Background: an optimization exercise with open tools, aiming at small area and a short achievable clock period. Do not read the settings as production practice.
No functional check of the RTL was part of any run shown here.
Power and IR drop assume default switching activity.

[design.v]
module datapathB_behavioral
  #(parameter WLx = 8, parameter WLc = 8)
  ( input signed [WLx-1:0] x,
    input signed [WLc-1:0] a, b, c,
    input CLK,
    output signed [(WLx+WLc+WLc)+1:0] outR
  );
  reg [11:0] ex1, ex2; reg [7:0] c1, c2; reg [15:0] yA1, yB1, y2; reg [22:0] zA3, zB3, z4;
  wire [11:0] ex0 = {x[7], ((x[7] & ~x[6] & ~x[5]) | (~x[7] & x[6] & x[5])), (x[6] ^ x[5]), x[5], ((x[5] & ~x[4] & ~x[3]) | (~x[5] & x[4] & x[3])), (x[4] ^ x[3]), x[3], ((x[3] & ~x[2] & ~x[1]) | (~x[3] & x[2] & x[1])), (x[2] ^ x[1]), x[1], (x[1] & ~x[0]), x[0]};
  wire n_1;
  wire n_2;
  wire n_3;
  wire n_4;
  wire n_5;
  wire n_6;
  wire n_7;
  wire n_8;
  wire n_9;
  wire n_10;
  wire n_11;
  wire n_12;
  wire n_13;
  wire n_14;
  wire n_15;
  wire n_16;
  wire n_17;
  wire n_18;
  wire n_19;
  wire n_20;
  wire n_21;
  wire n_22;
  wire n_23;
  wire n_24;
  wire n_25;
  wire n_26;
  wire n_27;
  wire n_28;
  wire n_29;
  wire n_30;
  wire n_31;
  wire n_32;
  wire n_33;
  wire n_34;
  wire n_35;
  wire n_36;
  wire n_37;
  wire n_38;
  wire n_39;
  wire n_40;
  wire n_41;
  wire n_42;
  wire n_43;
  wire n_44;
  wire n_45;
  wire n_46;
  wire n_47;
  wire n_48;
  wire n_49;
  wire n_50;
  wire n_51;
  wire n_52;
  wire n_53;
  wire n_54;
  wire n_55;
  wire n_56;
  wire n_57;
  wire n_58;
  wire n_59;
  wire n_60;
  wire n_61;
  wire n_62;
  wire n_63;
  wire n_64;
  wire n_65;
  wire n_66;
  wire n_67;
  wire n_68;
  wire n_69;
  wire n_70;
  wire n_71;
  wire n_72;
  wire n_73;
  wire n_74;
  wire n_75;
  wire n_76;
  wire n_77;
  wire n_78;
  wire n_79;
  wire n_80;
  wire n_81;
  wire n_82;
  wire n_83;
  wire n_84;
  wire n_85;
  wire n_86;
  wire n_87;
  wire n_88;
  wire n_89;
  wire n_90;
  wire n_91;
  wire n_92;
  wire n_93;
  wire n_94;
  wire n_95;
  wire n_96;
  wire n_97;
  wire n_98;
  wire n_99;
  wire n_100;
  wire n_101;
  wire n_102;
  wire n_103;
  wire n_104;
  wire n_105;
  wire n_106;
  wire n_107;
  wire n_108;
  wire n_109;
  wire n_110;
  wire n_111;
  wire n_112;
  wire n_113;
  wire n_114;
  wire n_115;
  wire n_116;
  wire n_117;
  wire n_118;
  wire n_119;
  wire n_120;
  wire n_121;
  wire n_122;
  wire n_123;
  wire n_124;
  wire n_125;
  wire n_126;
  wire n_127;
  wire n_128;
  wire n_129;
  wire n_130;
  wire n_131;
  wire n_132;
  wire n_133;
  wire n_134;
  wire n_135;
  wire n_136;
  wire n_137;
  wire n_138;
  wire n_139;
  wire n_140;
  wire n_141;
  wire n_142;
  wire n_143;
  wire n_144;
  wire n_145;
  wire n_146;
  wire n_147;
  wire n_148;
  wire n_149;
  wire n_150;
  wire n_151;
  wire n_152;
  wire n_153;
  wire n_154;
  wire n_155;
  wire n_156;
  wire n_157;
  wire n_158;
  wire n_159;
  wire n_160;
  wire n_161;
  wire n_162;
  wire n_163;
  wire n_164;
  wire n_165;
  wire n_166;
  wire n_167;
  wire n_168;
  wire n_169;
  wire n_170;
  wire n_171;
  wire n_172;
  wire n_173;
  wire n_174;
  wire n_175;
  wire n_176;
  wire n_177;
  wire n_178;
  wire n_179;
  wire n_180;
  wire n_181;
  wire n_182;
  wire n_183;
  wire n_184;
  wire n_185;
  wire n_186;
  wire n_187;
  wire n_188;
  wire n_189;
  wire n_190;
  wire n_191;
  wire n_192;
  wire n_193;
  wire n_194;
  wire n_195;
  wire n_196;
  wire n_197;
  wire n_198;
  wire n_199;
  wire n_200;
  wire n_201;
  wire n_202;
  wire n_203;
  wire n_204;
  wire n_205;
  wire n_206;
  wire n_207;
  wire n_208;
  wire n_209;
  wire n_210;
  wire n_211;
  wire n_212;
  wire n_213;
  wire n_214;
  wire n_215;
  wire n_216;
  wire n_217;
  wire n_218;
  wire n_219;
  wire n_220;
  wire n_221;
  wire n_222;
  wire n_223;
  wire n_224;
  wire n_225;
  wire n_226;
  wire n_227;
  wire n_228;
  wire n_229;
  wire n_230;
  wire n_231;
  wire n_232;
  wire n_233;
  wire n_234;
  wire n_235;
  wire n_236;
  wire n_237;
  wire n_238;
  wire n_239;
  wire n_240;
  wire n_241;
  wire n_242;
  wire n_243;
  wire n_244;
  wire n_245;
  wire n_246;
  wire n_247;
  wire n_248;
  wire n_249;
  wire n_250;
  wire n_251;
  wire n_252;
  wire n_253;
  wire n_254;
  wire n_255;
  wire n_256;
  wire n_257;
  wire n_258;
  wire n_259;
  wire n_260;
  wire n_261;
  wire n_262;
  wire n_263;
  wire n_264;
  wire n_265;
  wire n_266;
  wire n_267;
  wire n_268;
  wire n_269;
  wire n_270;
  wire n_271;
  wire n_272;
  wire n_273;
  wire n_274;
  wire n_275;
  wire n_276;
  wire n_277;
  wire n_278;
  wire n_279;
  wire n_280;
  wire n_281;
  wire n_282;
  wire n_283;
  wire n_284;
  wire n_285;
  wire n_286;
  wire n_287;
  wire n_288;
  wire n_289;
  wire n_290;
  wire n_291;
  wire n_292;
  wire n_293;
  wire n_294;
  wire n_295;
  wire n_296;
  assign n_1 = ((a[0] & ex0[0]) ^ ex0[2]);
  assign n_2 = (((a[1] & ex0[0]) | (a[0] & ex0[1])) ^ ex0[2]);
  assign n_3 = (((a[2] & ex0[0]) | (a[1] & ex0[1])) ^ ex0[2]);
  assign n_4 = (((a[3] & ex0[0]) | (a[2] & ex0[1])) ^ ex0[2]);
  assign n_5 = (((a[4] & ex0[0]) | (a[3] & ex0[1])) ^ ex0[2]);
  assign n_6 = (((a[5] & ex0[0]) | (a[4] & ex0[1])) ^ ex0[2]);
  assign n_7 = (((a[6] & ex0[0]) | (a[5] & ex0[1])) ^ ex0[2]);
  assign n_8 = (((a[7] & ex0[0]) | (a[6] & ex0[1])) ^ ex0[2]);
  assign n_9 = ~((((a[7] & ex0[0]) | (a[7] & ex0[1])) ^ ex0[2]));
  assign n_10 = ((a[0] & ex0[3]) ^ ex0[5]);
  assign n_11 = (((a[1] & ex0[3]) | (a[0] & ex0[4])) ^ ex0[5]);
  assign n_12 = (((a[2] & ex0[3]) | (a[1] & ex0[4])) ^ ex0[5]);
  assign n_13 = (((a[3] & ex0[3]) | (a[2] & ex0[4])) ^ ex0[5]);
  assign n_14 = (((a[4] & ex0[3]) | (a[3] & ex0[4])) ^ ex0[5]);
  assign n_15 = (((a[5] & ex0[3]) | (a[4] & ex0[4])) ^ ex0[5]);
  assign n_16 = (((a[6] & ex0[3]) | (a[5] & ex0[4])) ^ ex0[5]);
  assign n_17 = (((a[7] & ex0[3]) | (a[6] & ex0[4])) ^ ex0[5]);
  assign n_18 = ~((((a[7] & ex0[3]) | (a[7] & ex0[4])) ^ ex0[5]));
  assign n_19 = ((a[0] & ex0[6]) ^ ex0[8]);
  assign n_20 = (((a[1] & ex0[6]) | (a[0] & ex0[7])) ^ ex0[8]);
  assign n_21 = (((a[2] & ex0[6]) | (a[1] & ex0[7])) ^ ex0[8]);
  assign n_22 = (((a[3] & ex0[6]) | (a[2] & ex0[7])) ^ ex0[8]);
  assign n_23 = (((a[4] & ex0[6]) | (a[3] & ex0[7])) ^ ex0[8]);
  assign n_24 = (((a[5] & ex0[6]) | (a[4] & ex0[7])) ^ ex0[8]);
  assign n_25 = (((a[6] & ex0[6]) | (a[5] & ex0[7])) ^ ex0[8]);
  assign n_26 = (((a[7] & ex0[6]) | (a[6] & ex0[7])) ^ ex0[8]);
  assign n_27 = ~((((a[7] & ex0[6]) | (a[7] & ex0[7])) ^ ex0[8]));
  assign n_28 = ((a[0] & ex0[9]) ^ ex0[11]);
  assign n_29 = (((a[1] & ex0[9]) | (a[0] & ex0[10])) ^ ex0[11]);
  assign n_30 = (((a[2] & ex0[9]) | (a[1] & ex0[10])) ^ ex0[11]);
  assign n_31 = (((a[3] & ex0[9]) | (a[2] & ex0[10])) ^ ex0[11]);
  assign n_32 = (((a[4] & ex0[9]) | (a[3] & ex0[10])) ^ ex0[11]);
  assign n_33 = (((a[5] & ex0[9]) | (a[4] & ex0[10])) ^ ex0[11]);
  assign n_34 = (((a[6] & ex0[9]) | (a[5] & ex0[10])) ^ ex0[11]);
  assign n_35 = (((a[7] & ex0[9]) | (a[6] & ex0[10])) ^ ex0[11]);
  assign n_36 = ~((((a[7] & ex0[9]) | (a[7] & ex0[10])) ^ ex0[11]));
  assign n_37 = n_5 ^ n_12;
  assign n_38 = n_5 & n_12;
  assign n_39 = n_6 ^ n_13;
  assign n_40 = n_6 & n_13;
  assign n_41 = n_7 ^ n_14 ^ n_21;
  assign n_42 = (n_7 & n_14) | (n_7 & n_21) | (n_14 & n_21);
  assign n_43 = n_28 ^ ex0[11];
  assign n_44 = n_28 & ex0[11];
  assign n_45 = n_8 ^ n_15 ^ n_22;
  assign n_46 = (n_8 & n_15) | (n_8 & n_22) | (n_15 & n_22);
  assign n_47 = n_29 ^ ~b[7] ^ 1'b1;
  assign n_48 = (n_29 & ~b[7]) | (n_29 & 1'b1) | (~b[7] & 1'b1);
  assign n_49 = n_9 ^ n_16 ^ n_23;
  assign n_50 = (n_9 & n_16) | (n_9 & n_23) | (n_16 & n_23);
  assign n_51 = n_17 ^ n_24;
  assign n_52 = n_17 & n_24;
  assign n_53 = n_3 ^ n_10;
  assign n_54 = n_3 & n_10;
  assign n_55 = n_4 ^ n_11;
  assign n_56 = n_4 & n_11;
  assign n_57 = n_19 ^ ex0[8] ^ b[4];
  assign n_58 = (n_19 & ex0[8]) | (n_19 & b[4]) | (ex0[8] & b[4]);
  assign n_59 = n_20 ^ b[5] ^ n_39;
  assign n_60 = (n_20 & b[5]) | (n_20 & n_39) | (b[5] & n_39);
  assign n_61 = b[6] ^ n_41 ^ n_43;
  assign n_62 = (b[6] & n_41) | (b[6] & n_43) | (n_41 & n_43);
  assign n_63 = n_45 ^ n_47 ^ n_42;
  assign n_64 = (n_45 & n_47) | (n_45 & n_42) | (n_47 & n_42);
  assign n_65 = n_30 ^ n_49 ^ n_46;
  assign n_66 = (n_30 & n_49) | (n_30 & n_46) | (n_49 & n_46);
  assign n_67 = n_31 ^ 1'b1 ^ n_51;
  assign n_68 = (n_31 & 1'b1) | (n_31 & n_51) | (1'b1 & n_51);
  assign n_69 = n_18 ^ n_25 ^ n_32;
  assign n_70 = (n_18 & n_25) | (n_18 & n_32) | (n_25 & n_32);
  assign n_71 = n_26 ^ n_33;
  assign n_72 = n_26 & n_33;
  assign n_73 = n_1 ^ ex0[2];
  assign n_74 = n_1 & ex0[2];
  assign n_75 = n_2 ^ b[1];
  assign n_76 = n_2 & b[1];
  assign n_77 = ex0[5] ^ b[2] ^ n_53;
  assign n_78 = (ex0[5] & b[2]) | (ex0[5] & n_53) | (b[2] & n_53);
  assign n_79 = b[3] ^ n_55 ^ n_54;
  assign n_80 = (b[3] & n_55) | (b[3] & n_54) | (n_55 & n_54);
  assign n_81 = n_37 ^ n_57 ^ n_56;
  assign n_82 = (n_37 & n_57) | (n_37 & n_56) | (n_57 & n_56);
  assign n_83 = n_38 ^ n_59 ^ n_58;
  assign n_84 = (n_38 & n_59) | (n_38 & n_58) | (n_59 & n_58);
  assign n_85 = n_40 ^ n_61 ^ n_60;
  assign n_86 = (n_40 & n_61) | (n_40 & n_60) | (n_61 & n_60);
  assign n_87 = n_44 ^ n_63 ^ n_62;
  assign n_88 = (n_44 & n_63) | (n_44 & n_62) | (n_63 & n_62);
  assign n_89 = n_48 ^ n_65 ^ n_64;
  assign n_90 = (n_48 & n_65) | (n_48 & n_64) | (n_65 & n_64);
  assign n_91 = n_50 ^ n_67 ^ n_66;
  assign n_92 = (n_50 & n_67) | (n_50 & n_66) | (n_67 & n_66);
  assign n_93 = n_52 ^ n_69 ^ n_68;
  assign n_94 = (n_52 & n_69) | (n_52 & n_68) | (n_69 & n_68);
  assign n_95 = 1'b1 ^ n_71 ^ n_70;
  assign n_96 = (1'b1 & n_71) | (1'b1 & n_70) | (n_71 & n_70);
  assign n_97 = n_27 ^ n_34 ^ n_72;
  assign n_98 = (n_27 & n_34) | (n_27 & n_72) | (n_34 & n_72);
  assign n_99 = n_35 ^ 1'b1;
  assign n_100 = n_35 & 1'b1;
  assign n_101 = ((y2[0] & ex2[0]) ^ ex2[2]);
  assign n_102 = (((y2[1] & ex2[0]) | (y2[0] & ex2[1])) ^ ex2[2]);
  assign n_103 = (((y2[2] & ex2[0]) | (y2[1] & ex2[1])) ^ ex2[2]);
  assign n_104 = (((y2[3] & ex2[0]) | (y2[2] & ex2[1])) ^ ex2[2]);
  assign n_105 = (((y2[4] & ex2[0]) | (y2[3] & ex2[1])) ^ ex2[2]);
  assign n_106 = (((y2[5] & ex2[0]) | (y2[4] & ex2[1])) ^ ex2[2]);
  assign n_107 = (((y2[6] & ex2[0]) | (y2[5] & ex2[1])) ^ ex2[2]);
  assign n_108 = (((y2[7] & ex2[0]) | (y2[6] & ex2[1])) ^ ex2[2]);
  assign n_109 = (((y2[8] & ex2[0]) | (y2[7] & ex2[1])) ^ ex2[2]);
  assign n_110 = (((y2[9] & ex2[0]) | (y2[8] & ex2[1])) ^ ex2[2]);
  assign n_111 = (((y2[10] & ex2[0]) | (y2[9] & ex2[1])) ^ ex2[2]);
  assign n_112 = (((y2[11] & ex2[0]) | (y2[10] & ex2[1])) ^ ex2[2]);
  assign n_113 = (((y2[12] & ex2[0]) | (y2[11] & ex2[1])) ^ ex2[2]);
  assign n_114 = (((y2[13] & ex2[0]) | (y2[12] & ex2[1])) ^ ex2[2]);
  assign n_115 = (((y2[14] & ex2[0]) | (y2[13] & ex2[1])) ^ ex2[2]);
  assign n_116 = (((y2[15] & ex2[0]) | (y2[14] & ex2[1])) ^ ex2[2]);
  assign n_117 = ~((((y2[15] & ex2[0]) | (y2[15] & ex2[1])) ^ ex2[2]));
  assign n_118 = ((y2[0] & ex2[3]) ^ ex2[5]);
  assign n_119 = (((y2[1] & ex2[3]) | (y2[0] & ex2[4])) ^ ex2[5]);
  assign n_120 = (((y2[2] & ex2[3]) | (y2[1] & ex2[4])) ^ ex2[5]);
  assign n_121 = (((y2[3] & ex2[3]) | (y2[2] & ex2[4])) ^ ex2[5]);
  assign n_122 = (((y2[4] & ex2[3]) | (y2[3] & ex2[4])) ^ ex2[5]);
  assign n_123 = (((y2[5] & ex2[3]) | (y2[4] & ex2[4])) ^ ex2[5]);
  assign n_124 = (((y2[6] & ex2[3]) | (y2[5] & ex2[4])) ^ ex2[5]);
  assign n_125 = (((y2[7] & ex2[3]) | (y2[6] & ex2[4])) ^ ex2[5]);
  assign n_126 = (((y2[8] & ex2[3]) | (y2[7] & ex2[4])) ^ ex2[5]);
  assign n_127 = (((y2[9] & ex2[3]) | (y2[8] & ex2[4])) ^ ex2[5]);
  assign n_128 = (((y2[10] & ex2[3]) | (y2[9] & ex2[4])) ^ ex2[5]);
  assign n_129 = (((y2[11] & ex2[3]) | (y2[10] & ex2[4])) ^ ex2[5]);
  assign n_130 = (((y2[12] & ex2[3]) | (y2[11] & ex2[4])) ^ ex2[5]);
  assign n_131 = (((y2[13] & ex2[3]) | (y2[12] & ex2[4])) ^ ex2[5]);
  assign n_132 = (((y2[14] & ex2[3]) | (y2[13] & ex2[4])) ^ ex2[5]);
  assign n_133 = (((y2[15] & ex2[3]) | (y2[14] & ex2[4])) ^ ex2[5]);
  assign n_134 = ~((((y2[15] & ex2[3]) | (y2[15] & ex2[4])) ^ ex2[5]));
  assign n_135 = ((y2[0] & ex2[6]) ^ ex2[8]);
  assign n_136 = (((y2[1] & ex2[6]) | (y2[0] & ex2[7])) ^ ex2[8]);
  assign n_137 = (((y2[2] & ex2[6]) | (y2[1] & ex2[7])) ^ ex2[8]);
  assign n_138 = (((y2[3] & ex2[6]) | (y2[2] & ex2[7])) ^ ex2[8]);
  assign n_139 = (((y2[4] & ex2[6]) | (y2[3] & ex2[7])) ^ ex2[8]);
  assign n_140 = (((y2[5] & ex2[6]) | (y2[4] & ex2[7])) ^ ex2[8]);
  assign n_141 = (((y2[6] & ex2[6]) | (y2[5] & ex2[7])) ^ ex2[8]);
  assign n_142 = (((y2[7] & ex2[6]) | (y2[6] & ex2[7])) ^ ex2[8]);
  assign n_143 = (((y2[8] & ex2[6]) | (y2[7] & ex2[7])) ^ ex2[8]);
  assign n_144 = (((y2[9] & ex2[6]) | (y2[8] & ex2[7])) ^ ex2[8]);
  assign n_145 = (((y2[10] & ex2[6]) | (y2[9] & ex2[7])) ^ ex2[8]);
  assign n_146 = (((y2[11] & ex2[6]) | (y2[10] & ex2[7])) ^ ex2[8]);
  assign n_147 = (((y2[12] & ex2[6]) | (y2[11] & ex2[7])) ^ ex2[8]);
  assign n_148 = (((y2[13] & ex2[6]) | (y2[12] & ex2[7])) ^ ex2[8]);
  assign n_149 = (((y2[14] & ex2[6]) | (y2[13] & ex2[7])) ^ ex2[8]);
  assign n_150 = (((y2[15] & ex2[6]) | (y2[14] & ex2[7])) ^ ex2[8]);
  assign n_151 = ~((((y2[15] & ex2[6]) | (y2[15] & ex2[7])) ^ ex2[8]));
  assign n_152 = ((y2[0] & ex2[9]) ^ ex2[11]);
  assign n_153 = (((y2[1] & ex2[9]) | (y2[0] & ex2[10])) ^ ex2[11]);
  assign n_154 = (((y2[2] & ex2[9]) | (y2[1] & ex2[10])) ^ ex2[11]);
  assign n_155 = (((y2[3] & ex2[9]) | (y2[2] & ex2[10])) ^ ex2[11]);
  assign n_156 = (((y2[4] & ex2[9]) | (y2[3] & ex2[10])) ^ ex2[11]);
  assign n_157 = (((y2[5] & ex2[9]) | (y2[4] & ex2[10])) ^ ex2[11]);
  assign n_158 = (((y2[6] & ex2[9]) | (y2[5] & ex2[10])) ^ ex2[11]);
  assign n_159 = (((y2[7] & ex2[9]) | (y2[6] & ex2[10])) ^ ex2[11]);
  assign n_160 = (((y2[8] & ex2[9]) | (y2[7] & ex2[10])) ^ ex2[11]);
  assign n_161 = (((y2[9] & ex2[9]) | (y2[8] & ex2[10])) ^ ex2[11]);
  assign n_162 = (((y2[10] & ex2[9]) | (y2[9] & ex2[10])) ^ ex2[11]);
  assign n_163 = (((y2[11] & ex2[9]) | (y2[10] & ex2[10])) ^ ex2[11]);
  assign n_164 = (((y2[12] & ex2[9]) | (y2[11] & ex2[10])) ^ ex2[11]);
  assign n_165 = (((y2[13] & ex2[9]) | (y2[12] & ex2[10])) ^ ex2[11]);
  assign n_166 = (((y2[14] & ex2[9]) | (y2[13] & ex2[10])) ^ ex2[11]);
  assign n_167 = (((y2[15] & ex2[9]) | (y2[14] & ex2[10])) ^ ex2[11]);
  assign n_168 = ~((((y2[15] & ex2[9]) | (y2[15] & ex2[10])) ^ ex2[11]));
  assign n_169 = n_105 ^ n_120;
  assign n_170 = n_105 & n_120;
  assign n_171 = n_106 ^ n_121;
  assign n_172 = n_106 & n_121;
  assign n_173 = n_107 ^ n_122 ^ n_137;
  assign n_174 = (n_107 & n_122) | (n_107 & n_137) | (n_122 & n_137);
  assign n_175 = n_152 ^ ex2[11];
  assign n_176 = n_152 & ex2[11];
  assign n_177 = n_108 ^ n_123 ^ n_138;
  assign n_178 = (n_108 & n_123) | (n_108 & n_138) | (n_123 & n_138);
  assign n_179 = n_153 ^ ~c2[7] ^ 1'b1;
  assign n_180 = (n_153 & ~c2[7]) | (n_153 & 1'b1) | (~c2[7] & 1'b1);
  assign n_181 = n_109 ^ n_124 ^ n_139;
  assign n_182 = (n_109 & n_124) | (n_109 & n_139) | (n_124 & n_139);
  assign n_183 = n_154 ^ 1'b1;
  assign n_184 = n_154 & 1'b1;
  assign n_185 = n_110 ^ n_125 ^ n_140;
  assign n_186 = (n_110 & n_125) | (n_110 & n_140) | (n_125 & n_140);
  assign n_187 = n_155 ^ 1'b1;
  assign n_188 = n_155 & 1'b1;
  assign n_189 = n_111 ^ n_126 ^ n_141;
  assign n_190 = (n_111 & n_126) | (n_111 & n_141) | (n_126 & n_141);
  assign n_191 = n_156 ^ 1'b1;
  assign n_192 = n_156 & 1'b1;
  assign n_193 = n_112 ^ n_127 ^ n_142;
  assign n_194 = (n_112 & n_127) | (n_112 & n_142) | (n_127 & n_142);
  assign n_195 = n_157 ^ 1'b1;
  assign n_196 = n_157 & 1'b1;
  assign n_197 = n_113 ^ n_128 ^ n_143;
  assign n_198 = (n_113 & n_128) | (n_113 & n_143) | (n_128 & n_143);
  assign n_199 = n_158 ^ 1'b1;
  assign n_200 = n_158 & 1'b1;
  assign n_201 = n_114 ^ n_129 ^ n_144;
  assign n_202 = (n_114 & n_129) | (n_114 & n_144) | (n_129 & n_144);
  assign n_203 = n_159 ^ 1'b1;
  assign n_204 = n_159 & 1'b1;
  assign n_205 = n_115 ^ n_130 ^ n_145;
  assign n_206 = (n_115 & n_130) | (n_115 & n_145) | (n_130 & n_145);
  assign n_207 = n_160 ^ 1'b1;
  assign n_208 = n_160 & 1'b1;
  assign n_209 = n_116 ^ n_131 ^ n_146;
  assign n_210 = (n_116 & n_131) | (n_116 & n_146) | (n_131 & n_146);
  assign n_211 = n_161 ^ 1'b1;
  assign n_212 = n_161 & 1'b1;
  assign n_213 = n_117 ^ n_132 ^ n_147;
  assign n_214 = (n_117 & n_132) | (n_117 & n_147) | (n_132 & n_147);
  assign n_215 = n_133 ^ n_148;
  assign n_216 = n_133 & n_148;
  assign n_217 = n_103 ^ n_118;
  assign n_218 = n_103 & n_118;
  assign n_219 = n_104 ^ n_119;
  assign n_220 = n_104 & n_119;
  assign n_221 = n_135 ^ ex2[8] ^ c2[4];
  assign n_222 = (n_135 & ex2[8]) | (n_135 & c2[4]) | (ex2[8] & c2[4]);
  assign n_223 = n_136 ^ c2[5] ^ n_171;
  assign n_224 = (n_136 & c2[5]) | (n_136 & n_171) | (c2[5] & n_171);
  assign n_225 = c2[6] ^ n_173 ^ n_175;
  assign n_226 = (c2[6] & n_173) | (c2[6] & n_175) | (n_173 & n_175);
  assign n_227 = n_177 ^ n_179 ^ n_174;
  assign n_228 = (n_177 & n_179) | (n_177 & n_174) | (n_179 & n_174);
  assign n_229 = n_181 ^ n_183 ^ n_178;
  assign n_230 = (n_181 & n_183) | (n_181 & n_178) | (n_183 & n_178);
  assign n_231 = n_185 ^ n_187 ^ n_182;
  assign n_232 = (n_185 & n_187) | (n_185 & n_182) | (n_187 & n_182);
  assign n_233 = n_189 ^ n_191 ^ n_186;
  assign n_234 = (n_189 & n_191) | (n_189 & n_186) | (n_191 & n_186);
  assign n_235 = n_193 ^ n_195 ^ n_190;
  assign n_236 = (n_193 & n_195) | (n_193 & n_190) | (n_195 & n_190);
  assign n_237 = n_197 ^ n_199 ^ n_194;
  assign n_238 = (n_197 & n_199) | (n_197 & n_194) | (n_199 & n_194);
  assign n_239 = n_201 ^ n_203 ^ n_198;
  assign n_240 = (n_201 & n_203) | (n_201 & n_198) | (n_203 & n_198);
  assign n_241 = n_205 ^ n_207 ^ n_202;
  assign n_242 = (n_205 & n_207) | (n_205 & n_202) | (n_207 & n_202);
  assign n_243 = n_209 ^ n_211 ^ n_206;
  assign n_244 = (n_209 & n_211) | (n_209 & n_206) | (n_211 & n_206);
  assign n_245 = n_162 ^ n_213 ^ n_210;
  assign n_246 = (n_162 & n_213) | (n_162 & n_210) | (n_213 & n_210);
  assign n_247 = n_163 ^ 1'b1 ^ n_215;
  assign n_248 = (n_163 & 1'b1) | (n_163 & n_215) | (1'b1 & n_215);
  assign n_249 = n_134 ^ n_149 ^ n_164;
  assign n_250 = (n_134 & n_149) | (n_134 & n_164) | (n_149 & n_164);
  assign n_251 = n_150 ^ n_165;
  assign n_252 = n_150 & n_165;
  assign n_253 = n_101 ^ ex2[2];
  assign n_254 = n_101 & ex2[2];
  assign n_255 = n_102 ^ c2[1];
  assign n_256 = n_102 & c2[1];
  assign n_257 = ex2[5] ^ c2[2] ^ n_217;
  assign n_258 = (ex2[5] & c2[2]) | (ex2[5] & n_217) | (c2[2] & n_217);
  assign n_259 = c2[3] ^ n_219 ^ n_218;
  assign n_260 = (c2[3] & n_219) | (c2[3] & n_218) | (n_219 & n_218);
  assign n_261 = n_169 ^ n_221 ^ n_220;
  assign n_262 = (n_169 & n_221) | (n_169 & n_220) | (n_221 & n_220);
  assign n_263 = n_170 ^ n_223 ^ n_222;
  assign n_264 = (n_170 & n_223) | (n_170 & n_222) | (n_223 & n_222);
  assign n_265 = n_172 ^ n_225 ^ n_224;
  assign n_266 = (n_172 & n_225) | (n_172 & n_224) | (n_225 & n_224);
  assign n_267 = n_176 ^ n_227 ^ n_226;
  assign n_268 = (n_176 & n_227) | (n_176 & n_226) | (n_227 & n_226);
  assign n_269 = n_180 ^ n_229 ^ n_228;
  assign n_270 = (n_180 & n_229) | (n_180 & n_228) | (n_229 & n_228);
  assign n_271 = n_184 ^ n_231 ^ n_230;
  assign n_272 = (n_184 & n_231) | (n_184 & n_230) | (n_231 & n_230);
  assign n_273 = n_188 ^ n_233 ^ n_232;
  assign n_274 = (n_188 & n_233) | (n_188 & n_232) | (n_233 & n_232);
  assign n_275 = n_192 ^ n_235 ^ n_234;
  assign n_276 = (n_192 & n_235) | (n_192 & n_234) | (n_235 & n_234);
  assign n_277 = n_196 ^ n_237 ^ n_236;
  assign n_278 = (n_196 & n_237) | (n_196 & n_236) | (n_237 & n_236);
  assign n_279 = n_200 ^ n_239 ^ n_238;
  assign n_280 = (n_200 & n_239) | (n_200 & n_238) | (n_239 & n_238);
  assign n_281 = n_204 ^ n_241 ^ n_240;
  assign n_282 = (n_204 & n_241) | (n_204 & n_240) | (n_241 & n_240);
  assign n_283 = n_208 ^ n_243 ^ n_242;
  assign n_284 = (n_208 & n_243) | (n_208 & n_242) | (n_243 & n_242);
  assign n_285 = n_212 ^ n_245 ^ n_244;
  assign n_286 = (n_212 & n_245) | (n_212 & n_244) | (n_245 & n_244);
  assign n_287 = n_214 ^ n_247 ^ n_246;
  assign n_288 = (n_214 & n_247) | (n_214 & n_246) | (n_247 & n_246);
  assign n_289 = n_216 ^ n_249 ^ n_248;
  assign n_290 = (n_216 & n_249) | (n_216 & n_248) | (n_249 & n_248);
  assign n_291 = 1'b1 ^ n_251 ^ n_250;
  assign n_292 = (1'b1 & n_251) | (1'b1 & n_250) | (n_251 & n_250);
  assign n_293 = n_151 ^ n_166 ^ n_252;
  assign n_294 = (n_151 & n_166) | (n_151 & n_252) | (n_166 & n_252);
  assign n_295 = n_167 ^ 1'b1;
  assign n_296 = n_167 & 1'b1;
  wire [15:0] yA = {1'b1, n_36, n_99, n_97, n_95, n_93, n_91, n_89, n_87, n_85, n_83, n_81, n_79, n_77, n_75, b[0]};
  wire [15:0] yB = {1'b0, n_100, n_98, n_96, n_94, n_92, n_90, n_88, n_86, n_84, n_82, n_80, n_78, n_76, n_74, n_73};
  wire [22:0] zA = {n_168, n_295, n_293, n_291, n_289, n_287, n_285, n_283, n_281, n_279, n_277, n_275, n_273, n_271, n_269, n_267, n_265, n_263, n_261, n_259, n_257, n_255, c2[0]};
  wire [22:0] zB = {n_296, n_294, n_292, n_290, n_288, n_286, n_284, n_282, n_280, n_278, n_276, n_274, n_272, n_270, n_268, n_266, n_264, n_262, n_260, n_258, n_256, n_254, n_253};
  always @(posedge CLK) begin
    ex1 <= ex0; c1 <= c; yA1 <= yA; yB1 <= yB;
    ex2 <= ex1; c2 <= c1; y2 <= yA1 + yB1;
    zA3 <= zA; zB3 <= zB;
    z4 <= zA3 + zB3;
  end
  assign outR = {{3{z4[22]}}, z4};
endmodule
[run.sh]
#!/bin/bash
# synth_recipe.tcl (not shown) runs the flow's synth.tcl, then flattens the netlist and writes it again
# the make line also repeats each setting of config.mk as NAME=value (left out here)
make -C /OpenROAD-flow-scripts/flow DESIGN_CONFIG=/design/flow/config.mk WORK_HOME=/design/flow/orfs CLKGATE_MAP_FILE= SYNTH_SCRIPT=/design/flow/synth_recipe.tcl finish
[constraint.sdc]
create_clock -name core_clock -period 6.0 [get_ports {CLK}]
set_input_delay 1.2000 -clock core_clock [delete_from_list [all_inputs] [get_ports {CLK}]]
set_output_delay 1.2000 -clock core_clock [all_outputs]
set_load 0.01 [all_outputs]
[config.mk]
export PLATFORM = sky130hd
export DESIGN_NAME = datapathB_behavioral
export DESIGN_NICKNAME = datapathB_behavioral
export VERILOG_FILES = /design/flow/design.v
export SDC_FILE = /design/flow/constraint.sdc
export NUM_CORES = 4
export LEC_CHECK = 0
export CAP_MARGIN = 20
export CORE_MARGIN = 2
export CORE_UTILIZATION = 40
export SETUP_SLACK_MARGIN = 2.5
export SLEW_MARGIN = 20
==> run_results.csv, run 1 <==
group,metric,value,unit
outcome,run_status,"no timing/DRC/antenna violations",
sta,worst_slew_pin_slew,988,ps
power,power.ir.vdd_worst,0.000250,V
layout,layout-area-overhead-vs-synth,15.7,%
power,clock_power_share,0.187,
logic_synthesis,ys_seq_elements,155,
logic_synthesis,yosysSeqAreaShare,0.327,
clock_network,clock-root-buffer,"clkbuf_16",
setup_path,critPathArrivalTime,3710,ps
placed_design,gpl.final_weighted_congestion,0.836,
placed_design,place.detailed.hpwl,13400,µm
setup_path,timing.critical_path.fanout_max,20,
worst_hold_path,hold_path_class,"reg2reg",
placed_design,detailed_place.area,10200,µm²
routing,detail_route.wl_per_cell,13.6,µm
sta,fin_tns_setup,0,ps
logic_synthesis,syn-instance-count,1038,
layout,footprint_of_the_multi_input_gates,5670,µm²
logic_synthesis,yosys.cell_count.top_type,"dfxtp_1",
placed_design,port-buffer-count,58,
global_route,grt_pass1_wl,31900,µm
setup_path,criticalPathCategory,"in2reg",
power,p_int,3.82,mW
layout,insertedDiodeCount,0,
power,power_per_cell_area,574,nW/µm²
layout,layout.area.seq,3100,µm²
routing,drt-total-wl,18700,µm
setup_path,worst-endpoint-required,6310,ps
power,p_sw_frac,0.395,
routing,route.antenna.remaining_nets,0,
sta,final_hold_violation_count,0,
routing,post-route-drc-count,0,
global_route,grt_antenna_before_repair,0,
logic_synthesis,ys_top_cells_by_count,"155 x dfxtp_1, 103 x inv_1, 86 x xnor2_1",
routing,drt-initial-drc-count,357,
layout,final_cell_count_no_fill,1376,
clock_network,clock_path_buffers,2,
global_route,grt_overflow,0,
logic_synthesis,post_synth_main_area_contributors,"dfxtp_1 33%, fa_1 13%, xnor2_1 7.9%, ha_1 7.6%, a22oi_1 4.7%",
clock_network,cts_made_buffers,17,
sta,fmax,294,MHz
die,floorplan.io_pins,59,
layout,final_net_count,1197,
setup_path,timing.critical_path.to_type,"flip-flop",
sta,setup_violations,0,
logic_synthesis,ys.warnings.count,1,
power,seqPwrFrac,0.273,
die,die_h,158,µm
logic_synthesis,synthesis.nets,1191,
layout,fraction_of_final_layout_cells_with_drive_strength_greater_than_1,0.0700,
routing,drt_first_pass_iters,5,
die,die-area,25000,µm²
sta,min_period,3400,ps
job,maxCapViolCount,0,
logic_synthesis,synth_top_cell_by_area,"dfxtp_1",
setup_path,worst_setup_path_start_kind,"input pin",
clock_network,cts_num_sinks,155,
global_route,grt_util_all_layers,0.160,
global_route,first_global_vias,6500,
sta,final.setup.worst_slack,2600,ps
sta,unrepaired_setup_endpoints_after_global_routing,"no",
sta,skew,9.54,ps
logic_synthesis,mappedNetlistArea,9500,µm²
logic_synthesis,async_reset_ff_frac,0,
die,fp.dieW,158,µm
die,initial_core_util,0.406,
sta,whs,326,ps
placed_design,placement.setup.worst_slack,1400,ps
power,power_switching,2.49,mW
placed_design,dp.cells,1337,
global_route,grt_max_degree,33,
power,p_comb_frac,0.540,
die,coreArea,23400,µm²
logic_synthesis,synthesis.area_per_instance,9.15,µm²
clock_network,clock_latency,430,ps
sta,final-max-slew-violation-count,0,
layout,design_area,11000,µm²
power,leakage_power,4.66,nW
die,rows,56,
logic_synthesis,ys_dominant_reg_cell,"dfxtp_1",
sta,max_slew_margin,0.341,
layout,fillCellCount,2224,
sta,timing.final.crit_share,0.567,
routing,vias,6813,
logic_synthesis,synth_enable_flop_cells,0,
routing,vias_per_cell,4.95,
clock_network,h-tree-depth,4,
clock_network,path_clk_slew,60,ps
logic_synthesis,synth_largest_type_area_fraction,0.327,
clock_network,tritoncts,"yes",
logic_synthesis,synth.distinct_cells,57,
worst max-delay path: stages:
cell and delay (ps):
dlygate4sd2_1 280, buf_12 170, maj3_2 290, o22ai_1 160, a21oi_1 80, fa_1 500, inv_1 50, fa_1 500
inv_1 50, fa_1 430
power groups by stage:
stage / combinational [mW] / clock [mW] / sequential (mW)
detailed placement: 3.41 / 0 / 1.74
finish: 3.41 / 1.18 / 1.72
global route: 3.96 / 1.25 / 1.76
CTS: 3.44 / 1.20 / 1.72
floorplan: 2.74 / 0 / 1.62
global placement: 3.37 / 0 / 1.74
state kept, by name (all words and copies together) (netlist names), 12 cells and up:
signal  flops
yA1        15
z4         23
ex2        12
y2         16
ex1        12
zA3        23
yB1        15
zB3        23
layer usage:
layer,up-vias,GRT usage,wire (µm)
met3,22,0.0331,614
met1,3186,0.211,9080
met5,-,0,0
met4,0,0.0541,295
met2,126,0.261,8750
li1,3479,-,-
placed cells by master, fill, tap and decap left out, types with 7 or more instances in the layout:
cell	netlist	routed
a22oi_1	60	60
nand2b_1	9	9
o211ai_1	12	12
o22ai_1	15	14
clkbuf_2	5	9
clkbuf_16	0	18
nor3_1	11	11
inv_1	103	103
dfxtp_1	155	155
o21bai_1	7	7
clkdlybuf4s50_1	0	42
nand3_1	13	13
nand2_1	71	71
xnor2_1	86	86
maj3_1	18	15
nor2b_1	9	9
nor2_1	52	52
fa_1	62	62
xor2_1	24	24
a211oi_1	7	7
a21oi_1	63	62
ha_1	58	58
o21ai_0	58	56
cell families after synthesis:
logic type                 share of synthesized area
AOI/OAI and AO/OA                              0.175
xor gates and xnor gates                       0.101
adders and majority gates                      0.226
buffers and inverters                         0.0772
DFF                                            0.327
muxes                                        0.00672
and+or+nand+nor                               0.0868
cell type report:
cell class              count  share of cell area
clock buffers              19              0.0403
multi-input cells         695               0.516
flip-flops and latches    155               0.282
well taps                 319              0.0363
inverters                 104              0.0360
clock inverters            13              0.0195
repair buffers             71              0.0693
final timing paths:
path | start | end | slack [ps] | cells past startpoint
hold reg to reg | c1[2] | c2[2] | 330 | 0
hold / removal | c1[2] | c2[2] | 330 | 0
setup reg to reg | ex2[5] | zA3[16] | 2850 | 6
setup / recovery | x[4] | yA1[8] | 2600 | 10
stage by stage:
stage           util  power [mW]
2_1_floorplan      -        4.36
3_3_place_gp   0.435        5.11
3_5_place_dp   0.435        5.16
4_1_cts        0.468        6.37
5_1_grt        0.470        6.97
6_report       0.470        6.31
repair_timing:
item | 4_1_cts | 5_1_grt
hold buffers | 0 | 0
pin swaps | 0 | 1
setup buffers | 0 | 3
setup endpoints to repair | 16 | 7
gates resized for setup | 27 | 26
cloned | 3 | 1
==> run 2: changes to the inputs <==
--- a/design.v
+++ b/design.v
@@ -5,8 +5,7 @@
     input CLK,
     output signed [(WLx+WLc+WLc)+1:0] outR
   );
-  reg [11:0] ex1, ex2; reg [7:0] c1, c2; reg [15:0] yA1, yB1, y2; reg [22:0] zA3, zB3, z4;
-  wire [11:0] ex0 = {x[7], ((x[7] & ~x[6] & ~x[5]) | (~x[7] & x[6] & x[5])), (x[6] ^ x[5]), x[5], ((x[5] & ~x[4] & ~x[3]) | (~x[5] & x[4] & x[3])), (x[4] ^ x[3]), x[3], ((x[3] & ~x[2] & ~x[1]) | (~x[3] & x[2] & x[1])), (x[2] ^ x[1]), x[1], (x[1] & ~x[0]), x[0]};
+  reg [11:0] ex1, ex2; reg [7:0] a1, b1, c1, c2; reg [15:0] y2; reg [22:0] zA3, zB3, z4;
   wire n_1;
   wire n_2;
   wire n_3;
@@ -303,54 +302,54 @@
   wire n_294;
   wire n_295;
   wire n_296;
-  assign n_1 = ((a[0] & ex0[0]) ^ ex0[2]);
-  assign n_2 = (((a[1] & ex0[0]) | (a[0] & ex0[1])) ^ ex0[2]);
-  assign n_3 = (((a[2] & ex0[0]) | (a[1] & ex0[1])) ^ ex0[2]);
-  assign n_4 = (((a[3] & ex0[0]) | (a[2] & ex0[1])) ^ ex0[2]);
-  assign n_5 = (((a[4] & ex0[0]) | (a[3] & ex0[1])) ^ ex0[2]);
-  assign n_6 = (((a[5] & ex0[0]) | (a[4] & ex0[1])) ^ ex0[2]);
-  assign n_7 = (((a[6] & ex0[0]) | (a[5] & ex0[1])) ^ ex0[2]);
-  assign n_8 = (((a[7] & ex0[0]) | (a[6] & ex0[1])) ^ ex0[2]);
-  assign n_9 = ~((((a[7] & ex0[0]) | (a[7] & ex0[1])) ^ ex0[2]));
-  assign n_10 = ((a[0] & ex0[3]) ^ ex0[5]);
-  assign n_11 = (((a[1] & ex0[3]) | (a[0] & ex0[4])) ^ ex0[5]);
-  assign n_12 = (((a[2] & ex0[3]) | (a[1] & ex0[4])) ^ ex0[5]);
-  assign n_13 = (((a[3] & ex0[3]) | (a[2] & ex0[4])) ^ ex0[5]);
-  assign n_14 = (((a[4] & ex0[3]) | (a[3] & ex0[4])) ^ ex0[5]);
-  assign n_15 = (((a[5] & ex0[3]) | (a[4] & ex0[4])) ^ ex0[5]);
-  assign n_16 = (((a[6] & ex0[3]) | (a[5] & ex0[4])) ^ ex0[5]);
-  assign n_17 = (((a[7] & ex0[3]) | (a[6] & ex0[4])) ^ ex0[5]);
-  assign n_18 = ~((((a[7] & ex0[3]) | (a[7] & ex0[4])) ^ ex0[5]));
-  assign n_19 = ((a[0] & ex0[6]) ^ ex0[8]);
-  assign n_20 = (((a[1] & ex0[6]) | (a[0] & ex0[7])) ^ ex0[8]);
-  assign n_21 = (((a[2] & ex0[6]) | (a[1] & ex0[7])) ^ ex0[8]);
-  assign n_22 = (((a[3] & ex0[6]) | (a[2] & ex0[7])) ^ ex0[8]);
-  assign n_23 = (((a[4] & ex0[6]) | (a[3] & ex0[7])) ^ ex0[8]);
-  assign n_24 = (((a[5] & ex0[6]) | (a[4] & ex0[7])) ^ ex0[8]);
-  assign n_25 = (((a[6] & ex0[6]) | (a[5] & ex0[7])) ^ ex0[8]);
-  assign n_26 = (((a[7] & ex0[6]) | (a[6] & ex0[7])) ^ ex0[8]);
-  assign n_27 = ~((((a[7] & ex0[6]) | (a[7] & ex0[7])) ^ ex0[8]));
-  assign n_28 = ((a[0] & ex0[9]) ^ ex0[11]);
-  assign n_29 = (((a[1] & ex0[9]) | (a[0] & ex0[10])) ^ ex0[11]);
-  assign n_30 = (((a[2] & ex0[9]) | (a[1] & ex0[10])) ^ ex0[11]);
-  assign n_31 = (((a[3] & ex0[9]) | (a[2] & ex0[10])) ^ ex0[11]);
-  assign n_32 = (((a[4] & ex0[9]) | (a[3] & ex0[10])) ^ ex0[11]);
-  assign n_33 = (((a[5] & ex0[9]) | (a[4] & ex0[10])) ^ ex0[11]);
-  assign n_34 = (((a[6] & ex0[9]) | (a[5] & ex0[10])) ^ ex0[11]);
-  assign n_35 = (((a[7] & ex0[9]) | (a[6] & ex0[10])) ^ ex0[11]);
-  assign n_36 = ~((((a[7] & ex0[9]) | (a[7] & ex0[10])) ^ ex0[11]));
+  assign n_1 = ((a1[0] & ex1[0]) ^ ex1[2]);
+  assign n_2 = (((a1[1] & ex1[0]) | (a1[0] & ex1[1])) ^ ex1[2]);
+  assign n_3 = (((a1[2] & ex1[0]) | (a1[1] & ex1[1])) ^ ex1[2]);
+  assign n_4 = (((a1[3] & ex1[0]) | (a1[2] & ex1[1])) ^ ex1[2]);
+  assign n_5 = (((a1[4] & ex1[0]) | (a1[3] & ex1[1])) ^ ex1[2]);
+  assign n_6 = (((a1[5] & ex1[0]) | (a1[4] & ex1[1])) ^ ex1[2]);
+  assign n_7 = (((a1[6] & ex1[0]) | (a1[5] & ex1[1])) ^ ex1[2]);
+  assign n_8 = (((a1[7] & ex1[0]) | (a1[6] & ex1[1])) ^ ex1[2]);
+  assign n_9 = ~((((a1[7] & ex1[0]) | (a1[7] & ex1[1])) ^ ex1[2]));
+  assign n_10 = ((a1[0] & ex1[3]) ^ ex1[5]);
+  assign n_11 = (((a1[1] & ex1[3]) | (a1[0] & ex1[4])) ^ ex1[5]);
+  assign n_12 = (((a1[2] & ex1[3]) | (a1[1] & ex1[4])) ^ ex1[5]);
+  assign n_13 = (((a1[3] & ex1[3]) | (a1[2] & ex1[4])) ^ ex1[5]);
+  assign n_14 = (((a1[4] & ex1[3]) | (a1[3] & ex1[4])) ^ ex1[5]);
+  assign n_15 = (((a1[5] & ex1[3]) | (a1[4] & ex1[4])) ^ ex1[5]);
+  assign n_16 = (((a1[6] & ex1[3]) | (a1[5] & ex1[4])) ^ ex1[5]);
+  assign n_17 = (((a1[7] & ex1[3]) | (a1[6] & ex1[4])) ^ ex1[5]);
+  assign n_18 = ~((((a1[7] & ex1[3]) | (a1[7] & ex1[4])) ^ ex1[5]));
+  assign n_19 = ((a1[0] & ex1[6]) ^ ex1[8]);
+  assign n_20 = (((a1[1] & ex1[6]) | (a1[0] & ex1[7])) ^ ex1[8]);
+  assign n_21 = (((a1[2] & ex1[6]) | (a1[1] & ex1[7])) ^ ex1[8]);
+  assign n_22 = (((a1[3] & ex1[6]) | (a1[2] & ex1[7])) ^ ex1[8]);
+  assign n_23 = (((a1[4] & ex1[6]) | (a1[3] & ex1[7])) ^ ex1[8]);
+  assign n_24 = (((a1[5] & ex1[6]) | (a1[4] & ex1[7])) ^ ex1[8]);
+  assign n_25 = (((a1[6] & ex1[6]) | (a1[5] & ex1[7])) ^ ex1[8]);
+  assign n_26 = (((a1[7] & ex1[6]) | (a1[6] & ex1[7])) ^ ex1[8]);
+  assign n_27 = ~((((a1[7] & ex1[6]) | (a1[7] & ex1[7])) ^ ex1[8]));
+  assign n_28 = ((a1[0] & ex1[9]) ^ ex1[11]);
+  assign n_29 = (((a1[1] & ex1[9]) | (a1[0] & ex1[10])) ^ ex1[11]);
+  assign n_30 = (((a1[2] & ex1[9]) | (a1[1] & ex1[10])) ^ ex1[11]);
+  assign n_31 = (((a1[3] & ex1[9]) | (a1[2] & ex1[10])) ^ ex1[11]);
+  assign n_32 = (((a1[4] & ex1[9]) | (a1[3] & ex1[10])) ^ ex1[11]);
+  assign n_33 = (((a1[5] & ex1[9]) | (a1[4] & ex1[10])) ^ ex1[11]);
+  assign n_34 = (((a1[6] & ex1[9]) | (a1[5] & ex1[10])) ^ ex1[11]);
+  assign n_35 = (((a1[7] & ex1[9]) | (a1[6] & ex1[10])) ^ ex1[11]);
+  assign n_36 = ~((((a1[7] & ex1[9]) | (a1[7] & ex1[10])) ^ ex1[11]));
   assign n_37 = n_5 ^ n_12;
   assign n_38 = n_5 & n_12;
   assign n_39 = n_6 ^ n_13;
   assign n_40 = n_6 & n_13;
   assign n_41 = n_7 ^ n_14 ^ n_21;
   assign n_42 = (n_7 & n_14) | (n_7 & n_21) | (n_14 & n_21);
-  assign n_43 = n_28 ^ ex0[11];
-  assign n_44 = n_28 & ex0[11];
+  assign n_43 = n_28 ^ ex1[11];
+  assign n_44 = n_28 & ex1[11];
   assign n_45 = n_8 ^ n_15 ^ n_22;
   assign n_46 = (n_8 & n_15) | (n_8 & n_22) | (n_15 & n_22);
-  assign n_47 = n_29 ^ ~b[7] ^ 1'b1;
-  assign n_48 = (n_29 & ~b[7]) | (n_29 & 1'b1) | (~b[7] & 1'b1);
+  assign n_47 = n_29 ^ ~b1[7] ^ 1'b1;
+  assign n_48 = (n_29 & ~b1[7]) | (n_29 & 1'b1) | (~b1[7] & 1'b1);
   assign n_49 = n_9 ^ n_16 ^ n_23;
   assign n_50 = (n_9 & n_16) | (n_9 & n_23) | (n_16 & n_23);
   assign n_51 = n_17 ^ n_24;
@@ -359,12 +358,12 @@
   assign n_54 = n_3 & n_10;
   assign n_55 = n_4 ^ n_11;
   assign n_56 = n_4 & n_11;
-  assign n_57 = n_19 ^ ex0[8] ^ b[4];
-  assign n_58 = (n_19 & ex0[8]) | (n_19 & b[4]) | (ex0[8] & b[4]);
-  assign n_59 = n_20 ^ b[5] ^ n_39;
-  assign n_60 = (n_20 & b[5]) | (n_20 & n_39) | (b[5] & n_39);
-  assign n_61 = b[6] ^ n_41 ^ n_43;
-  assign n_62 = (b[6] & n_41) | (b[6] & n_43) | (n_41 & n_43);
+  assign n_57 = n_19 ^ ex1[8] ^ b1[4];
+  assign n_58 = (n_19 & ex1[8]) | (n_19 & b1[4]) | (ex1[8] & b1[4]);
+  assign n_59 = n_20 ^ b1[5] ^ n_39;
+  assign n_60 = (n_20 & b1[5]) | (n_20 & n_39) | (b1[5] & n_39);
+  assign n_61 = b1[6] ^ n_41 ^ n_43;
+  assign n_62 = (b1[6] & n_41) | (b1[6] & n_43) | (n_41 & n_43);
   assign n_63 = n_45 ^ n_47 ^ n_42;
   assign n_64 = (n_45 & n_47) | (n_45 & n_42) | (n_47 & n_42);
   assign n_65 = n_30 ^ n_49 ^ n_46;
@@ -375,14 +374,14 @@
   assign n_70 = (n_18 & n_25) | (n_18 & n_32) | (n_25 & n_32);
   assign n_71 = n_26 ^ n_33;
   assign n_72 = n_26 & n_33;
-  assign n_73 = n_1 ^ ex0[2];
-  assign n_74 = n_1 & ex0[2];
-  assign n_75 = n_2 ^ b[1];
-  assign n_76 = n_2 & b[1];
-  assign n_77 = ex0[5] ^ b[2] ^ n_53;
-  assign n_78 = (ex0[5] & b[2]) | (ex0[5] & n_53) | (b[2] & n_53);
-  assign n_79 = b[3] ^ n_55 ^ n_54;
-  assign n_80 = (b[3] & n_55) | (b[3] & n_54) | (n_55 & n_54);
+  assign n_73 = n_1 ^ ex1[2];
+  assign n_74 = n_1 & ex1[2];
+  assign n_75 = n_2 ^ b1[1];
+  assign n_76 = n_2 & b1[1];
+  assign n_77 = ex1[5] ^ b1[2] ^ n_53;
+  assign n_78 = (ex1[5] & b1[2]) | (ex1[5] & n_53) | (b1[2] & n_53);
+  assign n_79 = b1[3] ^ n_55 ^ n_54;
+  assign n_80 = (b1[3] & n_55) | (b1[3] & n_54) | (n_55 & n_54);
   assign n_81 = n_37 ^ n_57 ^ n_56;
   assign n_82 = (n_37 & n_57) | (n_37 & n_56) | (n_57 & n_56);
   assign n_83 = n_38 ^ n_59 ^ n_58;
@@ -599,13 +598,13 @@
   assign n_294 = (n_151 & n_166) | (n_151 & n_252) | (n_166 & n_252);
   assign n_295 = n_167 ^ 1'b1;
   assign n_296 = n_167 & 1'b1;
-  wire [15:0] yA = {1'b1, n_36, n_99, n_97, n_95, n_93, n_91, n_89, n_87, n_85, n_83, n_81, n_79, n_77, n_75, b[0]};
+  wire [15:0] yA = {1'b1, n_36, n_99, n_97, n_95, n_93, n_91, n_89, n_87, n_85, n_83, n_81, n_79, n_77, n_75, b1[0]};
   wire [15:0] yB = {1'b0, n_100, n_98, n_96, n_94, n_92, n_90, n_88, n_86, n_84, n_82, n_80, n_78, n_76, n_74, n_73};
   wire [22:0] zA = {n_168, n_295, n_293, n_291, n_289, n_287, n_285, n_283, n_281, n_279, n_277, n_275, n_273, n_271, n_269, n_267, n_265, n_263, n_261, n_259, n_257, n_255, c2[0]};
   wire [22:0] zB = {n_296, n_294, n_292, n_290, n_288, n_286, n_284, n_282, n_280, n_278, n_276, n_274, n_272, n_270, n_268, n_266, n_264, n_262, n_260, n_258, n_256, n_254, n_253};
   always @(posedge CLK) begin
-    ex1 <= ex0; c1 <= c; yA1 <= yA; yB1 <= yB;
-    ex2 <= ex1; c2 <= c1; y2 <= yA1 + yB1;
+    ex1 <= {x[7], ((x[7] & ~x[6] & ~x[5]) | (~x[7] & x[6] & x[5])), (x[6] ^ x[5]), x[5], ((x[5] & ~x[4] & ~x[3]) | (~x[5] & x[4] & x[3])), (x[4] ^ x[3]), x[3], ((x[3] & ~x[2] & ~x[1]) | (~x[3] & x[2] & x[1])), (x[2] ^ x[1]), x[1], (x[1] & ~x[0]), x[0]}; a1 <= a; b1 <= b; c1 <= c;
+    ex2 <= ex1; c2 <= c1; y2 <= yA + yB;
     zA3 <= zA; zB3 <= zB;
     z4 <= zA3 + zB3;
   end
==> run 2 against run 1 <==
  * Area after synthesis decreased by 11%
  * Clock skew decreased by 1.6 ps
  * Sequential share of layout area increased by 0.43 points
  * Core utilization increased by 1.1 points
  * Global-route usage decreased by 0.24 points
  * Total power increased by 3.5%
  * Design area decreased by 8.9%
  * Clock power decreased by 4%
  * Register-to-register slack got worse by 510 ps
  * Worst hold slack got worse by 1.1 ps
==> run_results.csv, run 2 <==
group,metric,value,unit
routing,vias,5600,
routing,drt_first_pass_iters,5,
layout,commonest_cells_after_routing_fill_and_taps_aside,"125 x dfxtp_1, 106 x inv_1, 81 x a22oi_1, 79 x xnor2_1, 62 x fa_1",
sta,fin_tns_setup,0,ps
logic_synthesis,synthesis.nets,998,
setup_path,timing.critical_path.fanout_max,4,
layout,insertedDiodeCount,0,
global_route,grt_overflow,0,
die,coreArea,20800,µm²
global_route,grt_pass1_wl,27800,µm
worst_hold_path,hold_path_class,"reg2reg",
outcome,run_status,"no timing/DRC/antenna violations",
clock_network,cts_made_buffers,17,
die,die_h,149,µm
power,power_per_cell_area,652,nW/µm²
layout,fraction_of_final_layout_cells_with_drive_strength_greater_than_1,0.103,
routing,wl_met2,7650,µm
logic_synthesis,synth_top_cell_by_area,"dfxtp_1",
routing,met3WireLength,476,µm
setup_path,cp_cell_sequence,"a22oi_2 > xnor2_2 > fa_1 > fa_1 > inv_1 > fa_1 > inv_2 > ha_4 > a2111oi_4 > o21ai_2 > a31o_4 > a21oi_4 > o21ai_2 > xor2_1",
layout,final_common_cell,"dfxtp_1",
die,fp.dieW,149,µm
routing,vias_per_cell,4.86,
logic_synthesis,synth.distinct_cells,48,
global_route,grt_util_all_layers,0.158,
sta,unrepaired_setup_endpoints_after_global_routing,"yes",
placed_design,gpl.final_weighted_congestion,0.797,
logic_synthesis,async_reset_ff_frac,0,
setup_path,critical-path-max-stage-delay,520,ps
power,power.ir.vdd_worst,0.000332,V
clock_network,tritoncts,"yes",
routing,route.layer.met1.wl,7750,µm
routing,post-route-drc-count,0,
job,maxCapViolCount,0,
clock_network,holdBufCountCts,0,
logic_synthesis,syn-instance-count,846,
sta,min_period,3660,ps
logic_synthesis,synth_enable_flop_cells,0,
clock_network,path_clk_slew,60,ps
logic_synthesis,yosysSeqAreaShare,0.335,
sta,setup_violations,0,
clock_network,h-tree-depth,4,
setup_path,worst_setup_path_start_kind,"flip-flop",
layout,layout_top_registers,"z4 x23, zA3 x23, zB3 x23",
logic_synthesis,ys_seq_elements,141,
global_route,grt_max_degree,18,
routing,topRoutingLayerUsed,"met4",
clock_network,cts_num_sinks,141,
setup_path,slowest_stage,"fa_1",
clock_network,clock-root-buffer,"clkbuf_16",
die,initial_core_util,0.405,
routing,detail_route.wl_per_cell,14.1,µm
sta,final-max-slew-violation-count,0,
sta,final_hold_violation_count,0,
setup_path,critPathArrivalTime,3970,ps
die,rows,53,
logic_synthesis,yosys.cell_count.top_type,"dfxtp_1",
routing,drt-total-wl,16200,µm
power,fin_total_pwr,6.53,mW
logic_synthesis,post_synth_main_area_contributors,"dfxtp_1 33%, fa_1 15%, ha_1 8.5%, xnor2_1 8.4%, a22oi_1 7.8%",
logic_synthesis,mappedNetlistArea,8430,µm²
setup_path,crit_top_cell,"fa_1",
setup_path,timing.critical_path.to_type,"flip-flop",
logic_synthesis,ys_top_cells_by_count,"141 x dfxtp_1, 110 x inv_1, 88 x a22oi_1",
die,die-area,22200,µm²
layout,layout-area-overhead-vs-synth,18.8,%
sta,fmax,273,MHz
setup_path,worst-endpoint-required,6310,ps
sta,timing.final.crit_share,0.611,
global_route,grt_antenna_before_repair,0,
die,floorplan.io_pins,59,
clock_network,clock_latency,420,ps
placed_design,place.detailed.hpwl,12300,µm
layout,fillCellCount,1951,
layout,final_net_count,1019,
layout,footprint_of_the_multi_input_gates,5100,µm²
sta,worst_slew_pin_slew,1030,ps
routing,route.antenna.remaining_nets,0,
sta,max_slew_margin,0.313,
routing,drt-initial-drc-count,228,
logic_synthesis,ys_dominant_reg_cell,"dfxtp_1",
logic_synthesis,synth_largest_type_area_fraction,0.335,
sta,skew,7.99,ps
placed_design,port-buffer-count,58,
global_route,first_global_vias,5659,
power,leakage_power,4.27,nW
logic_synthesis,ys.warnings.count,1,
logic_synthesis,synthesis.area_per_instance,9.96,µm²
clock_network,clock_path_buffers,2,
setup_path,criticalPathCategory,"reg2reg",
layout,layout.area.seq,2870,µm²
-- run 2: cell types whose count changed in the layout (fill, tap and decap cells not counted), sizes merged, moves of 15 or more --
cell,delta
nor2,-37
nand2,-53
a22oi,+28
xor2,+32
a21oi,-39
o22ai,-15
clkdlybuf4s50,+16
o21ai,-32
maj3,-18
-- run 2: final cells by class --
| cell class | count | area share |
|---|---|---|
| sequential | 141 | 0.287 |
| inverter | 111 | 0.0420 |
| clock buffer | 19 | 0.0432 |
| tap | 275 | 0.0344 |
| multi-input combinational | 528 | 0.509 |
| timing repair buffer | 68 | 0.0655 |
| clock inverter | 11 | 0.0192 |
-- run 2: cells by family after synthesis --
group                      count (synthesis)  synth area share
muxes                                      2           0.00252
xor gates and xnor gates                 137             0.142
buffers and inverters                    177            0.0814
and+or+nand+nor                           83            0.0521
AOI/OAI and AO/OA                        187             0.155
DFF                                      141             0.335
adders and majority gates                119             0.232
-- run 2: path summary, 6_finish.rpt --
check	from	to	slack (ps)	depth (start not counted)
worst min register to register	c1[7]	c2[7]	320	0
worst max-delay path	a1[6]	y2[13]	2340	14
worst min-delay path	c1[7]	c2[7]	320	0
worst max register to register	a1[6]	y2[13]	2340	14
-- run 2: worst max-delay path, delay by kind of cell (launching register included) --
| kind | cells | cell delay (ps) |
|---|---|---|
| adder cells (fa/ha/maj) | 4 | 1720 |
| flip-flops | 1 | 370 |
| XOR/XNOR | 2 | 240 |
| AO/OA/AOI/OAI | 6 | 1130 |
| buffers and inverters | 2 | 90 |
-- run 2: power breakdown --
part,total [mW],internal [mW],switching [mW]
combinational,3.82,1.82,2.00
sequential,1.58,1.33,0.253
clock,1.13,0.732,0.398
-- run 2: per-stage QoR --
| stage | util | setup WS [ps] | instance area [µm²] | std cells | hold WS [ps] |
|---|---|---|---|---|---|
| 3_3_place_gp | 0.440 | 2040 | 9160 | 1113 | 312 |
| 5_1_grt | 0.481 | 2220 | 10000 | 1153 | 333 |
| 2_1_floorplan | - | 2340 | 8540 | 846 | 310 |
| 3_5_place_dp | 0.440 | 2020 | 9160 | 1113 | 313 |
| 6_report | 0.481 | 2340 | 10000 | 1153 | 324 |
| 4_1_cts | 0.477 | 2350 | 9940 | 1151 | 327 |
-- run 2: timing repair --
item	in CTS	in global routing
gates resized for setup	35	16
pin swaps	14	5
buffers inserted	8	2
endpoints found under the setup margin	7	13
-- run 2: layer usage --
metal,track usage,vias to the layer above
li1,-,2837
met1,0.200,2626
met2,0.264,108
met3,0.0306,29
met4,0.0648,0
met5,0,-
==> run 3: changes to the inputs <==
--- a/config.mk
+++ b/config.mk
@@ -8,5 +8,7 @@
 export CAP_MARGIN = 20
 export CORE_MARGIN = 2
 export CORE_UTILIZATION = 40
+export CTS_BUF_LIST = sky130_fd_sc_hd__clkbuf_4 sky130_fd_sc_hd__clkbuf_8
+export CTS_CLUSTER_SIZE = 20
 export SETUP_SLACK_MARGIN = 2.5
 export SLEW_MARGIN = 20
==> run 3 against run 2 <==
  * First-iteration DRC count is 7.5% lower
  * Design area is 1.3% lower
  * Synthesized cell count stayed put
  * Register-to-register slack hardly changed
  * Core utilization is 0.62 points lower
  * Via count is 0.57% lower
  * Combinational power is 1% higher
  * Clock skew is 1.9 ps higher
  * Setup slack worse by 8.3 ps
  * Final cell count is 0.26% higher
  * Critical path type unchanged
  * Largest power group unchanged
==> run_results.csv, run 3 <==
group,metric,value,unit
outcome,run_status,"no timing/DRC/antenna violations",
worst_hold_path,hold_path_class,"reg2reg",
die,fp.dieW,149,µm
layout,final_cell_count_no_fill,1156,
clock_network,h-tree-depth,4,
sta,skew,9.88,ps
layout,insertedDiodeCount,0,
setup_path,criticalPathCategory,"reg2reg",
placed_design,detailed_place.area,9160,µm²
logic_synthesis,async_reset_ff_frac,0,
layout,layout.area.seq,2870,µm²
setup_path,timing.critical_path.to_type,"flip-flop",
sta,max_slew_margin,0.302,
die,die_h,149,µm
layout,commonest_cells_after_routing_fill_and_taps_aside,"125 x dfxtp_1, 105 x inv_1, 80 x xnor2_1, 79 x a22oi_1, 62 x fa_1",
logic_synthesis,yosysSeqAreaShare,0.335,
global_route,grt_overflow,0,
setup_path,critPathArrivalTime,4010,ps
sta,whs,329,ps
sta,final_hold_violation_count,0,
global_route,grtUsageMet2,0.260,
layout,fillCellCount,1969,
setup_path,worst-endpoint-required,6340,ps
routing,drt-initial-drc-count,211,
clock_network,clock-root-buffer,"clkbuf_8",
logic_synthesis,ys_seq_elements,141,
routing,vias,5568,
logic_synthesis,ys.warnings.count,1,
layout,final_net_count,1022,
layout,layout_top_registers,"z4 x23, zA3 x23, zB3 x23",
layout,design_area,9880,µm²
logic_synthesis,synthesis.nets,998,
placed_design,placement.setup.worst_slack,2020,ps
die,floorplan.io_pins,59,
global_route,grt_pass1_wl,27500,µm
logic_synthesis,synth_top_cell_by_area,"dfxtp_1",
sta,unrepaired_setup_endpoints_after_global_routing,"yes",
die,die-area,22200,µm²
placed_design,place.detailed.hpwl,12300,µm
global_route,met1_usage,0.198,
setup_path,critical-path-max-stage-delay,490,ps
routing,drt-total-wl,16200,µm
logic_synthesis,synth.distinct_cells,48,
placed_design,dp.cells,1113,
layout,layout-area-overhead-vs-synth,17.3,%
power,power_per_cell_area,639,nW/µm²
logic_synthesis,syn-instance-count,846,
sta,setup_violations,0,
clock_network,path_clk_slew,70,ps
sta,final.setup.worst_slack,2330,ps
logic_synthesis,ys_top_cells_by_count,"141 x dfxtp_1, 110 x inv_1, 88 x a22oi_1",
placed_design,gpl.final_weighted_congestion,0.797,
layout,fin_util,0.475,
clock_network,clock_path_buffers,2,
routing,route.antenna.remaining_nets,0,
setup_path,cp_cell_sequence,"a22oi_2 > xnor2_1 > fa_1 > fa_1 > inv_1 > fa_1 > inv_2 > ha_4 > a2111oi_4 > o21ai_2 > a31o_4 > a21oi_4 > o21ai_2 > xor2_1",
routing,post-route-drc-count,0,
routing,detail_route.wl_per_cell,14.0,µm
logic_synthesis,mappedNetlistArea,8430,µm²
routing,drt_first_pass_iters,5,
global_route,busiest_layer,"met2",
logic_synthesis,synthesis.area_per_instance,9.96,µm²
power,fin_total_pwr,6.31,mW
sta,min_period,3670,ps
setup_path,crit_buf_inv,2,
global_route,first_global_vias,5671,
setup_path,r2r_slack,2330,ps
logic_synthesis,ys_dominant_reg_cell,"dfxtp_1",
die,coreArea,20800,µm²
global_route,grt_util_all_layers,0.155,
setup_path,crit_top_cell,"fa_1",
sta,timing.final.crit_share,0.612,
routing,vias_per_cell,4.82,
logic_synthesis,yosys.cell_count.top_type,"dfxtp_1",
global_route,grtUsageMet3,0.0324,
job,maxCapViolCount,0,
sta,fmax,272,MHz
setup_path,worst_path_dominant_cell_family,"adder cells",
layout,fraction_of_final_layout_cells_with_drive_strength_greater_than_1,0.112,
sta,final-max-slew-violation-count,0,
layout,footprint_of_the_multi_input_gates,5120,µm²
die,initial_core_util,0.405,
power,leakage_power,4.20,nW
setup_path,timing.critical_path.fanout_max,6,
die,rows,53,
logic_synthesis,post_synth_main_area_contributors,"dfxtp_1 33%, fa_1 15%, ha_1 8.5%, xnor2_1 8.4%, a22oi_1 7.8%",
placed_design,port-buffer-count,58,
logic_synthesis,synth_largest_type_area_fraction,0.335,
sta,fin_tns_setup,0,ps
sta,worst_slew_pin_slew,1040,ps
logic_synthesis,synth_enable_flop_cells,0,
global_route,grt_antenna_before_repair,0,
clock_network,holdBufCountCts,0,
power,power.ir.vdd_worst,0.000266,V
setup_path,worst_setup_path_start_kind,"flip-flop",
clock_network,tritoncts,"yes",
clock_network,cts_num_sinks,141,
clock_network,clock_latency,450,ps
layout,final_common_cell,"dfxtp_1",
clock_network,cts_made_buffers,17,
setup_path,slowest_stage,"fa_1",
global_route,grt_max_degree,18,
## run 3: cell count changes in the layout (fill, tap and decap cells not counted), sizes merged
cell	change
buf	+3
## run 3: logic make-up after synthesis
family	count (synthesis)	synth area share
compound gates	187	0.155
xor+xnor	137	0.142
fa+ha+maj	119	0.232
buf+inv	177	0.0814
flops	141	0.335
mux	2	0.00252
simple gates	83	0.0521
## run 3: report_power, final
part,internal [mW],total (mW),switching [mW],leakage (nW)
clock network,0.499,0.862,0.362,0.219
logic,1.86,3.87,2.01,2.79
registers,1.33,1.58,0.251,1.19
## run 3: worst paths after layout
check             cells after the start    from     end
setup / recovery                     14  ex1[6]  y2[13]
hold / removal                        0   c1[2]   c2[2]
setup reg to reg                     14  ex1[6]  y2[13]
hold reg to reg                       0   c1[2]   c2[2]
## run 3: per-layer routing
metal  vias up  routed length [µm]
li1       2840                   -
met1      2609                7710
met4         0                 295
met3        21                 480
met5         -                   0
met2        98                7710
## run 3: repair_timing
action,in CTS,in global routing
resized for setup,30,29
setup endpoints to repair,7,13
pin swaps,14,19
setup buffers,9,4
## run 3: layout make-up
class	count	area share
multi-input cells	528	0.518
flip-flops and latches	141	0.291
repair buffers	71	0.0690
inverters	111	0.0425
well taps	275	0.0348
clock buffers	19	0.0252
clock inverters	11	0.0195

## separate check: timing with driven ports
No port has a modelled driver above. Below, the same layouts with a new extraction and two added sets of constraints.
Step 1 sets driving cells, clkbuf_16 on the clock port and buf_2 on the other inputs (assumed; they add their load-dependent delay and slew).
Step 2 also shifts input and output timing later by t, the mid clock arrival at the registers, as if the neighbouring blocks saw the same clock.
a / b / c = ideal ports / drivers / drivers and shift; a / b = the first two.
run	t, ns	setup WS [ns]	pins driven straight from the clock port
run 1	0.472	2.597 / 2.627 / 2.155	1
run 2	0.462	2.336 / 2.336 / 2.336	1
run 3	0.489	2.328 / 2.328 / 2.328	1
After both steps setup and hold are still met in every run listed. For run 1, which loses most, drivers alone change the setup slack by +0.030 ns; drivers and shift together by -0.442 ns.
